Context: an optimization exercise on an open-source flow, tuned for small area and a short achievable clock period. The choices shown serve that exercise and are no tape-out recipe.
RTL that was checked went through simulation tests only; none was proved equivalent to the original.

==> trial 54 <==
==> flow/design.v <==
module alu(
             clk_p_i,
             reset_n_i,
             data_a_i,
             data_b_i,
             inst_i,
             data_o
             );
      input           clk_p_i;
      input           reset_n_i;
      input   [7:0]   data_a_i;
      input   [7:0]   data_b_i;
      input   [2:0]   inst_i;
      output reg  [15:0]  data_o;
      reg     [15:0]   ALU_d2_w;
      reg     [7:0]    data_a_d1_r;
      reg     [7:0]    data_b_d1_r;
      reg     [2:0]    inst_d1_r;
      always@ (*)
      begin
          case(inst_d1_r)
            3'b000:    ALU_d2_w = {{8{data_a_d1_r[7]}},data_a_d1_r}+{{8{data_b_d1_r[7]}},data_b_d1_r};
            3'b001:    ALU_d2_w = {{8{data_b_d1_r[7]}},data_b_d1_r}+~{{8{data_a_d1_r[7]}},data_a_d1_r}+1;
            3'b010:    ALU_d2_w = data_a_d1_r*data_b_d1_r;
            3'b011:    ALU_d2_w = data_a_d1_r&data_b_d1_r;
            3'b100:    ALU_d2_w = data_a_d1_r^data_b_d1_r;
            3'b101:begin 
				if(data_a_d1_r[7]) ALU_d2_w = {8'd0,~data_a_d1_r}+1;
				else ALU_d2_w = data_a_d1_r;
			end
            3'b110:    ALU_d2_w = (data_a_d1_r+data_b_d1_r)>>1;
            3'b111:begin
				if(data_a_d1_r == 8'd0) ALU_d2_w = {8'd0,data_b_d1_r};
				else ALU_d2_w = data_b_d1_r%data_a_d1_r;
			end
            default:   ALU_d2_w = 0;
          endcase
      end
      always@(posedge clk_p_i or negedge reset_n_i)
      begin
          if (reset_n_i == 1'b0)
          begin
			data_a_d1_r <= 0;
			data_b_d1_r <= 0;
			inst_d1_r <= 0;
            data_o <= 0;
          end
          else
          begin
			data_a_d1_r <= data_a_i;
			data_b_d1_r <= data_b_i;
			inst_d1_r <= inst_i;
            data_o <= ALU_d2_w;
          end
      end
endmodule
==> flow/run.sh <==
#!/bin/bash
# synth_recipe.tcl (not shown) runs the flow's synth.tcl, then flattens the netlist and writes it again
# the make line also repeats each setting of config.mk as NAME=value (left out here)
make -C /OpenROAD-flow-scripts/flow DESIGN_CONFIG=/design/flow/config.mk WORK_HOME=/design/flow/orfs CLKGATE_MAP_FILE= SYNTH_SCRIPT=/design/flow/synth_recipe.tcl finish
==> flow/config.mk <==
export PLATFORM = sky130hd
export DESIGN_NAME = alu
export DESIGN_NICKNAME = alu
export VERILOG_FILES = /design/flow/design.v
export SDC_FILE = /design/flow/constraint.sdc
export NUM_CORES = 4
export LEC_CHECK = 0
export CAP_MARGIN = 20
export CORE_MARGIN = 2
export CORE_UTILIZATION = 35
export SLEW_MARGIN = 20
==> flow/constraint.sdc <==
create_clock -name core_clock -period 32.0 [get_ports {clk_p_i}]
set_input_delay 6.4000 -clock core_clock [delete_from_list [all_inputs] [get_ports {clk_p_i}]]
set_output_delay 6.4000 -clock core_clock [all_outputs]
set_load 0.01 [all_outputs]
==> trial 34: changes against trial 54 <==
==> flow/design.v, changed modules only <==
module alu(
             clk_p_i,
             reset_n_i,
             data_a_i,
             data_b_i,
             inst_i,
             data_o
             );
      input           clk_p_i;
      input           reset_n_i;
      input   [7:0]   data_a_i;
      input   [7:0]   data_b_i;
      input   [2:0]   inst_i;
      output reg  [15:0]  data_o;
      reg     [7:0]    data_a_d1_r;
      reg     [7:0]    data_b_d1_r;
      reg     [2:0]    inst_d1_r;
      reg              valid_d1_r;
      wire    [7:0]    a = data_a_d1_r;
      wire    [7:0]    b = data_b_d1_r;
      wire    [2:0]    op = inst_d1_r;
      wire             inv_a = (op == 3'b001) | ((op == 3'b101) & a[7]);
      wire             use_b = (op != 3'b101);
      wire    [7:0]    x = a ^ {8{inv_a}};
      wire    [7:0]    y = b & {8{use_b}};
      wire    [8:0]    s = {1'b0, x} + {1'b0, y} + {8'd0, inv_a};
      wire             s8 = x[7] ^ y[7] ^ s[8];
      wire    [15:0]   prod = a * b;
      wire    [7:0]    r [0:8];
      assign r[0] = 8'd0;
      genvar k;
      generate
        for (k = 1; k <= 8; k = k + 1) begin : g_div
          wire [k-1:0] t;
          if (k == 1) begin : g_t1
            assign t = b[7];
          end else begin : g_tn
            assign t = {r[k-1][k-2:0], b[8-k]};
          end
          wire [k:0] d = {1'b0, t} - {1'b0, a[k-1:0]};
          wire hz;
          if (k == 8) begin : g_hz8
            assign hz = 1'b1;
          end else begin : g_hzn
            assign hz = ~|a[7:k];
          end
          wire ge = hz & ~d[k];
          if (k == 8) begin : g_r8
            assign r[k] = ge ? d[k-1:0] : t;
          end else begin : g_rn
            assign r[k] = {{(8-k){1'b0}}, (ge ? d[k-1:0] : t)};
          end
        end
      endgenerate
      wire    [7:0]    rem = r[8];
      reg     [15:0]   res;
      always @(*)
      begin
          case (op)
            3'b000,
            3'b001:  res = {{8{s8}}, s[7:0]};
            3'b010:  res = prod;
            3'b011:  res = {8'd0, a & b};
            3'b100:  res = {8'd0, a ^ b};
            3'b101:  res = {8'd0, s[7:0]};
            3'b110:  res = {8'd0, s[8:1]};
            default: res = {8'd0, rem};
          endcase
      end
      always @(posedge clk_p_i)
      begin
          data_a_d1_r <= data_a_i;
          data_b_d1_r <= data_b_i;
          inst_d1_r <= inst_i;
      end
      always @(posedge clk_p_i or negedge reset_n_i)
      begin
          if (reset_n_i == 1'b0)
          begin
              valid_d1_r <= 1'b0;
              data_o <= 16'd0;
          end
          else
          begin
              valid_d1_r <= 1'b1;
              data_o <= valid_d1_r ? res : 16'd0;
          end
      end
endmodule
Settings changed: CORE_UTILIZATION 35 to 65, PLACE_DENSITY set to 0.75.
==> notes.md <==
Against trial 34, the setup slack of trial 54 is lower by 18 ns. Sequential cell count: trial 54 is lower than trial 34 (1). Final cell count: trial 34 is smaller than trial 54 (about 53%). Register-to-register slack: trial 54 is lower than trial 34 (18 ns). Between trial 34 and trial 54, the lower synthesized area is in trial 34 (gap about 44%, measured against trial 54).
The RTL of trial 34 was laid out without a check of its function.

==> exp/cedar <==
Another version of the RTL of alu (not shown whole).
==> flow/design.v (excerpt) <==
module alu(
             clk_p_i,
             reset_n_i,
             data_a_i,
             data_b_i,
             inst_i,
             data_o
             );
Settings: LEC_CHECK=0, CAP_MARGIN=20, CORE_MARGIN=2, CORE_UTILIZATION=60, SLEW_MARGIN=20; clock period 32.0 ns.
standard.sh (not shown) runs the stock make flow with config.mk's settings and CLKGATE_MAP_FILE= SYNTH_SCRIPT=/design/flow/synth_recipe.tcl, a recipe that flattens the netlist after the stock synthesis.
==> flow/flow/run.sh <==
#!/bin/bash
set -euo pipefail
bash standard.sh BUFFER_PORTS_ARGS="-buffer_cell sky130_fd_sc_hd__buf_2" SETUP_SLACK_MARGIN=25 TNS_END_PERCENT=0 finish > make_finish.log 2>&1
==> exp/pepper (differences from exp/cedar) <==
CORE_UTILIZATION = 35   (was 60)
==> qor summary <==
Status: exp/cedar no timing/DRC/antenna violations; exp/pepper no timing/DRC/antenna violations
Average vias per placed instance: exp/cedar 6.12; exp/pepper 5.47
Fraction of layout instances using a drive strength above 1: exp/cedar 10.2%; exp/pepper 9.87%
Crit path required time: exp/cedar 32.25 ns; exp/pepper 32.17 ns
Hold slack final: exp/cedar 0.684 ns; exp/pepper 0.674 ns
Effective utilization at floorplan: exp/cedar 61.0%; exp/pepper 35.4%
Largest fanout on the critical path: exp/cedar 2; exp/pepper 4
Clock tree skew after final layout: exp/cedar 0.00824 ns; exp/pepper 0.00492 ns
Skew-Pair Late Insertion Delay: exp/cedar 0.31 ns; exp/pepper 0.29 ns
Non-CTS buffers: exp/cedar 47; exp/pepper 46
Die area: exp/cedar 0.0118 mm^2; exp/pepper 0.0198 mm^2
Met2 Resource Use GR: exp/cedar 54.0%; exp/pepper 31.6%
No functional check of the RTL was part of any run of this note.

==> 06-04: inputs <==
Another version of the RTL of alu (not shown whole).
Design alu, start of the top module:
module alu(
             clk_p_i,
             reset_n_i,
             data_a_i,
             data_b_i,
             inst_i,
             data_o
             );
      input           clk_p_i;
      input           reset_n_i;
      input   [7:0]   data_a_i;
      input   [7:0]   data_b_i;
      input   [2:0]   inst_i;
      output reg  [15:0]  data_o;
      reg     [7:0]    data_a_d1_r;
      reg     [7:0]    data_b_d1_r;
      reg     [2:0]    inst_d1_r;
      reg              valid_d1_r;
  wire [7:0] b_p = data_b_i;
  wire [0:0] p1_t = b_p[7];
  wire [1:0] p1_d1 = {1'b0, p1_t} - {1'b0, data_a_i[0:0]};
  wire p1_c1 = ~|data_a_i[7:1] & ~p1_d1[1];
  wire [0:0] p1_r = p1_c1 ? p1_d1[0:0] : p1_t;
  wire [7:0] b_store = (inst_i == 3'b111) ? {p1_r, data_b_i[6:0]} : data_b_i;
      wire    [7:0]    a = data_a_d1_r;
      wire    [7:0]    b = data_b_d1_r;
      wire    [2:0]    op = inst_d1_r;
      wire             inv_a = (op == 3'b001) | ((op == 3'b101) & a[7]);
      wire             use_b = (op != 3'b101);
      wire    [7:0]    x = a ^ {8{inv_a}};
      wire    [7:0]    y = b & {8{use_b}};
      wire    [8:0]    s = {1'b0, x} + {1'b0, y} + {8'd0, inv_a};
      wire             s8 = x[7] ^ y[7] ^ s[8];
      wire    [15:0]   prod;
      mul8 u_mul(.a(a), .b(b), .p(prod));
  wire [7:0] b_q = b;
  wire [7:0] q_x1 = a;
  wire [8:0] q_x2 = {a, 1'b0};
  wire [9:0] q_x3 = {2'b0, a} + {1'b0, a, 1'b0};
  wire [1:0] q2_t = {b[7:7], b_q[6]};
  wire [2:0] q2_d1 = {1'b0, q2_t} - {1'b0, a[1:0]};
  wire q2_c1 = ~|a[7:2] & ~q2_d1[2];
  wire [1:0] q2_r = q2_c1 ? q2_d1[1:0] : q2_t;
  wire [3:0] q3_t = {q2_r, b_q[5:4]};
  wire [4:0] q3_d1 = {1'b0, q3_t} - {1'b0, q_x1[3:0]};
  wire q3_c1 = (a < 8'd16) & ~q3_d1[4];
  wire [4:0] q3_d2 = {1'b0, q3_t} - {1'b0, q_x2[3:0]};
  wire q3_c2 = (a < 8'd8) & ~q3_d2[4];
  wire [4:0] q3_d3 = {1'b0, q3_t} - {1'b0, q_x3[3:0]};
  ...
==> module alu, before the edit <==
module alu(
             clk_p_i,
             reset_n_i,
             data_a_i,
             data_b_i,
             inst_i,
             data_o
             );
      input           clk_p_i;
      input           reset_n_i;
      input   [7:0]   data_a_i;
      input   [7:0]   data_b_i;
      input   [2:0]   inst_i;
      output reg  [15:0]  data_o;
      reg     [7:0]    data_a_d1_r;
      reg     [7:0]    data_b_d1_r;
      reg     [2:0]    inst_d1_r;
      reg              valid_d1_r;
  wire [7:0] b_p = data_b_i;
  wire [0:0] p1_t = b_p[7];
  wire [1:0] p1_d1 = {1'b0, p1_t} - {1'b0, data_a_i[0:0]};
  wire p1_c1 = ~|data_a_i[7:1] & ~p1_d1[1];
  wire [0:0] p1_r = p1_c1 ? p1_d1[0:0] : p1_t;
  wire [7:0] b_store = (inst_i == 3'b111) ? {p1_r, data_b_i[6:0]} : data_b_i;
      wire    [7:0]    a = data_a_d1_r;
      wire    [7:0]    b = data_b_d1_r;
      wire    [2:0]    op = inst_d1_r;
      wire             inv_a = (op == 3'b001) | ((op == 3'b101) & a[7]);
      wire             use_b = (op != 3'b101);
      wire    [7:0]    x = a ^ {8{inv_a}};
      wire    [7:0]    y = b & {8{use_b}};
      wire    [8:0]    s = {1'b0, x} + {1'b0, y} + {8'd0, inv_a};
      wire             s8 = x[7] ^ y[7] ^ s[8];
      wire    [15:0]   prod;
      mul8 u_mul(.a(a), .b(b), .p(prod));
  wire [7:0] b_q = b;
  wire [7:0] q_x1 = a;
  wire [8:0] q_x2 = {a, 1'b0};
  wire [9:0] q_x3 = {2'b0, a} + {1'b0, a, 1'b0};
  wire [1:0] q2_t = {b[7:7], b_q[6]};
  wire [2:0] q2_d1 = {1'b0, q2_t} - {1'b0, a[1:0]};
  wire q2_c1 = ~|a[7:2] & ~q2_d1[2];
  wire [1:0] q2_r = q2_c1 ? q2_d1[1:0] : q2_t;
  wire [3:0] q3_t = {q2_r, b_q[5:4]};
  wire [4:0] q3_d1 = {1'b0, q3_t} - {1'b0, q_x1[3:0]};
  wire q3_c1 = (a < 8'd16) & ~q3_d1[4];
  wire [4:0] q3_d2 = {1'b0, q3_t} - {1'b0, q_x2[3:0]};
  wire q3_c2 = (a < 8'd8) & ~q3_d2[4];
  wire [4:0] q3_d3 = {1'b0, q3_t} - {1'b0, q_x3[3:0]};
  wire q3_c3 = (a < 8'd6) & ~q3_d3[4];
  wire [3:0] q3_r = q3_c3 ? q3_d3[3:0] : q3_c2 ? q3_d2[3:0] : q3_c1 ? q3_d1[3:0] : q3_t;
  wire [5:0] q5_t = {q3_r, b_q[3:2]};
  wire [6:0] q5_d1 = {1'b0, q5_t} - {1'b0, q_x1[5:0]};
  wire q5_c1 = (a < 8'd64) & ~q5_d1[6];
  wire [6:0] q5_d2 = {1'b0, q5_t} - {1'b0, q_x2[5:0]};
  wire q5_c2 = (a < 8'd32) & ~q5_d2[6];
  wire [6:0] q5_d3 = {1'b0, q5_t} - {1'b0, q_x3[5:0]};
  wire q5_c3 = (a < 8'd22) & ~q5_d3[6];
  wire [5:0] q5_r = q5_c3 ? q5_d3[5:0] : q5_c2 ? q5_d2[5:0] : q5_c1 ? q5_d1[5:0] : q5_t;
  wire [7:0] q7_t = {q5_r, b_q[1:0]};
  wire [8:0] q7_d1 = {1'b0, q7_t} - {1'b0, q_x1[7:0]};
  wire q7_c1 = 1'b1 & ~q7_d1[8];
  wire [8:0] q7_d2 = {1'b0, q7_t} - {1'b0, q_x2[7:0]};
  wire q7_c2 = (a < 8'd128) & ~q7_d2[8];
  wire [8:0] q7_d3 = {1'b0, q7_t} - {1'b0, q_x3[7:0]};
  wire q7_c3 = (a < 8'd86) & ~q7_d3[8];
  wire [7:0] q7_r = q7_c3 ? q7_d3[7:0] : q7_c2 ? q7_d2[7:0] : q7_c1 ? q7_d1[7:0] : q7_t;
  wire [7:0] rem = q7_r;
      reg     [15:0]   res;
      always @(*)
      begin
          case (op)
            3'b000,
            3'b001:  res = {{8{s8}}, s[7:0]};
            3'b010:  res = prod;
            3'b011:  res = {8'd0, a & b};
            3'b100:  res = {8'd0, a ^ b};
            3'b101:  res = {8'd0, s[7:0]};
            3'b110:  res = {8'd0, s[8:1]};
            default: res = {8'd0, rem};
          endcase
      end
      always @(posedge clk_p_i)
      begin
          data_a_d1_r <= data_a_i;
          data_b_d1_r <= b_store;
          inst_d1_r <= inst_i;
      end
      always @(posedge clk_p_i or negedge reset_n_i)
      begin
          if (reset_n_i == 1'b0)
          begin
              valid_d1_r <= 1'b0;
              data_o <= 16'd0;
          end
          else
          begin
              valid_d1_r <= 1'b1;
              data_o <= valid_d1_r ? res : 16'd0;
          end
      end
endmodule
clock: 32.0 ns
lec_check: 0
cap_margin: 20
core_margin: 2
core_utilization: 35
slew_margin: 20
run.sh (not shown) runs the stock make flow with config.mk's settings and CLKGATE_MAP_FILE= SYNTH_SCRIPT=/design/flow/synth_recipe.tcl, a recipe that flattens the netlist after the stock synthesis.
Stock flow here: none of the scripts above is used.
==> 12-01 (differences from 06-04) <==
--- a/flow/design.v
+++ b/flow/design.v
@@ -19,7 +19,14 @@
   wire [7:0] b_p = data_b_i;
-  wire [0:0] p1_t = b_p[7];
-  wire [1:0] p1_d1 = {1'b0, p1_t} - {1'b0, data_a_i[0:0]};
-  wire p1_c1 = ~|data_a_i[7:1] & ~p1_d1[1];
-  wire [0:0] p1_r = p1_c1 ? p1_d1[0:0] : p1_t;
-  wire [7:0] b_store = (inst_i == 3'b111) ? {p1_r, data_b_i[6:0]} : data_b_i;
+  wire [7:0] p_x1 = data_a_i;
+  wire [8:0] p_x2 = {data_a_i, 1'b0};
+  wire [9:0] p_x3 = {2'b0, data_a_i} + {1'b0, data_a_i, 1'b0};
+  wire [1:0] p1_t = b_p[7:6];
+  wire [2:0] p1_d1 = {1'b0, p1_t} - {1'b0, p_x1[1:0]};
+  wire p1_c1 = (data_a_i < 8'd4) & ~p1_d1[2];
+  wire [2:0] p1_d2 = {1'b0, p1_t} - {1'b0, p_x2[1:0]};
+  wire p1_c2 = (data_a_i < 8'd2) & ~p1_d2[2];
+  wire [2:0] p1_d3 = {1'b0, p1_t} - {1'b0, p_x3[1:0]};
+  wire p1_c3 = (data_a_i < 8'd2) & ~p1_d3[2];
+  wire [1:0] p1_r = p1_c3 ? p1_d3[1:0] : p1_c2 ? p1_d2[1:0] : p1_c1 ? p1_d1[1:0] : p1_t;
+  wire [7:0] b_store = (inst_i == 3'b111) ? {p1_r, data_b_i[5:0]} : data_b_i;
       wire    [7:0]    a = data_a_d1_r;
@@ -39,7 +46,3 @@
   wire [9:0] q_x3 = {2'b0, a} + {1'b0, a, 1'b0};
-  wire [1:0] q2_t = {b[7:7], b_q[6]};
-  wire [2:0] q2_d1 = {1'b0, q2_t} - {1'b0, a[1:0]};
-  wire q2_c1 = ~|a[7:2] & ~q2_d1[2];
-  wire [1:0] q2_r = q2_c1 ? q2_d1[1:0] : q2_t;
-  wire [3:0] q3_t = {q2_r, b_q[5:4]};
+  wire [3:0] q3_t = {b[7:6], b_q[5:4]};
   wire [4:0] q3_d1 = {1'b0, q3_t} - {1'b0, q_x1[3:0]};
==> flow/flow/run.sh (new file) <==
#!/bin/bash
set -euo pipefail
bash standard.sh BUFFER_PORTS_ARGS="-buffer_cell sky130_fd_sc_hd__buf_2" SETUP_SLACK_MARGIN=24 TNS_END_PERCENT=0 finish > make_finish.log 2>&1
==> flow/standard.sh (new file) <==
#!/bin/bash
# synth_recipe.tcl (not shown) runs the flow's synth.tcl, then flattens the netlist and writes it again
# the make line also repeats each setting of config.mk as NAME=value (left out here)
make -C /OpenROAD-flow-scripts/flow DESIGN_CONFIG=/design/flow/config.mk WORK_HOME=/design/flow/orfs CLKGATE_MAP_FILE= SYNTH_SCRIPT=/design/flow/synth_recipe.tcl "${@:-finish}"
removed: flow/run.sh
==> notes.md <==
Of 06-04 and 12-01, 06-04 has the higher wire length (gap about 2.7%, measured against 12-01). Between 12-01 and 06-04, the lower non-clock buffer count is in 06-04 (gap 2). Against 12-01, the worst hold slack of 06-04 is lower by 0.020 ns. Synthesized cell count is about the same in 12-01 and 06-04. Clock skew: 12-01 is lower than 06-04 (0.019 ns). Register-to-register slack: 12-01 is higher than 06-04 (0.82 ns). Between 06-04 and 12-01, the lower setup slack is in 06-04 (gap 0.44 ns). Flip-flop and latch count is the same in 12-01 and 06-04. In 12-01 the first-iteration DRC count is smaller than in 06-04, by 13%.
==> figures <==
Count of buffering cells on the critical path with inverters included: 12-01 1; 06-04 3
Clock Skew: 12-01 0.004452 ns; 06-04 0.02317 ns
Die span in x: 12-01 140.9 µm; 06-04 141.1 µm
First-pass GRT wire length: 12-01 29790 µm; 06-04 30360 µm
Outcome: 12-01 finished clean; 06-04 finished clean
Met3 Wirelength: 12-01 923 µm; 06-04 1142 µm
Die outline area: 12-01 19850 µm²; 06-04 19900 µm²
Cell area after placement: 12-01 6992 µm²; 06-04 7189 µm²
Layout Cells excl Fill: 12-01 1061; 06-04 1059
Crit Reg-Reg Startpoint: 12-01 data_a_d1_r[3]; 06-04 data_a_d1_r[1]
Yosys top cell area share: 12-01 0.1862; 06-04 0.1826
Largest stage delay on the critical path: 12-01 0.45 ns; 06-04 0.75 ns
Utilization after layout: 12-01 0.3868; 06-04 0.3947
Final WL: 12-01 18280 µm; 06-04 18760 µm
Count of mapped cells out of synthesis: 12-01 791; 06-04 792
Avg Vias per Cell: 12-01 5.460; 06-04 5.464
Starting utilization of the core area: 12-01 0.3541; 06-04 0.3539
Core Area: 12-01 18520 µm²; 06-04 18580 µm²
No run of this note included a check of the RTL's function; only the layout flow was run.

## separate check: timing with driven ports
In the flow no input, the clock included, has a driving cell. The finished layouts below were timed again as built, in two steps. Step 1, drivers: a clkbuf_16 drives clk_p_i and a buf_2 each remaining input, both assumed. Step 2 moves the port delays by t, midway between the first and last clock arrival at a register: inputs arrive t later, outputs are due t later. That takes back most of the time a late clock gives input paths. Slacks: ideal / step 1 / step 2; pairs: ideal / step 1.
run | shift t [ns] | setup WS [ns] | worst setup path at the end
trial 54 | 0.332 | 1.951 / 1.951 / 1.951 | register to register
trial 34 | 0.323 | 19.466 / 19.466 / 19.466 | register to register
exp/cedar | 0.342 | 24.436 / 24.417 / 24.075 | input to register
exp/pepper | 0.324 | 24.464 / 24.456 / 24.133 | input to register
06-04 | 0.349 | 23.775 / 23.775 / 23.775 | register to register
12-01 | 0.319 | 24.218 / 24.230 / 23.911 | input to register
After both steps setup and hold are still met in every run listed. The setup slack of exp/cedar, which loses most, moves by -0.019 ns with the drivers and by -0.361 ns with both steps.
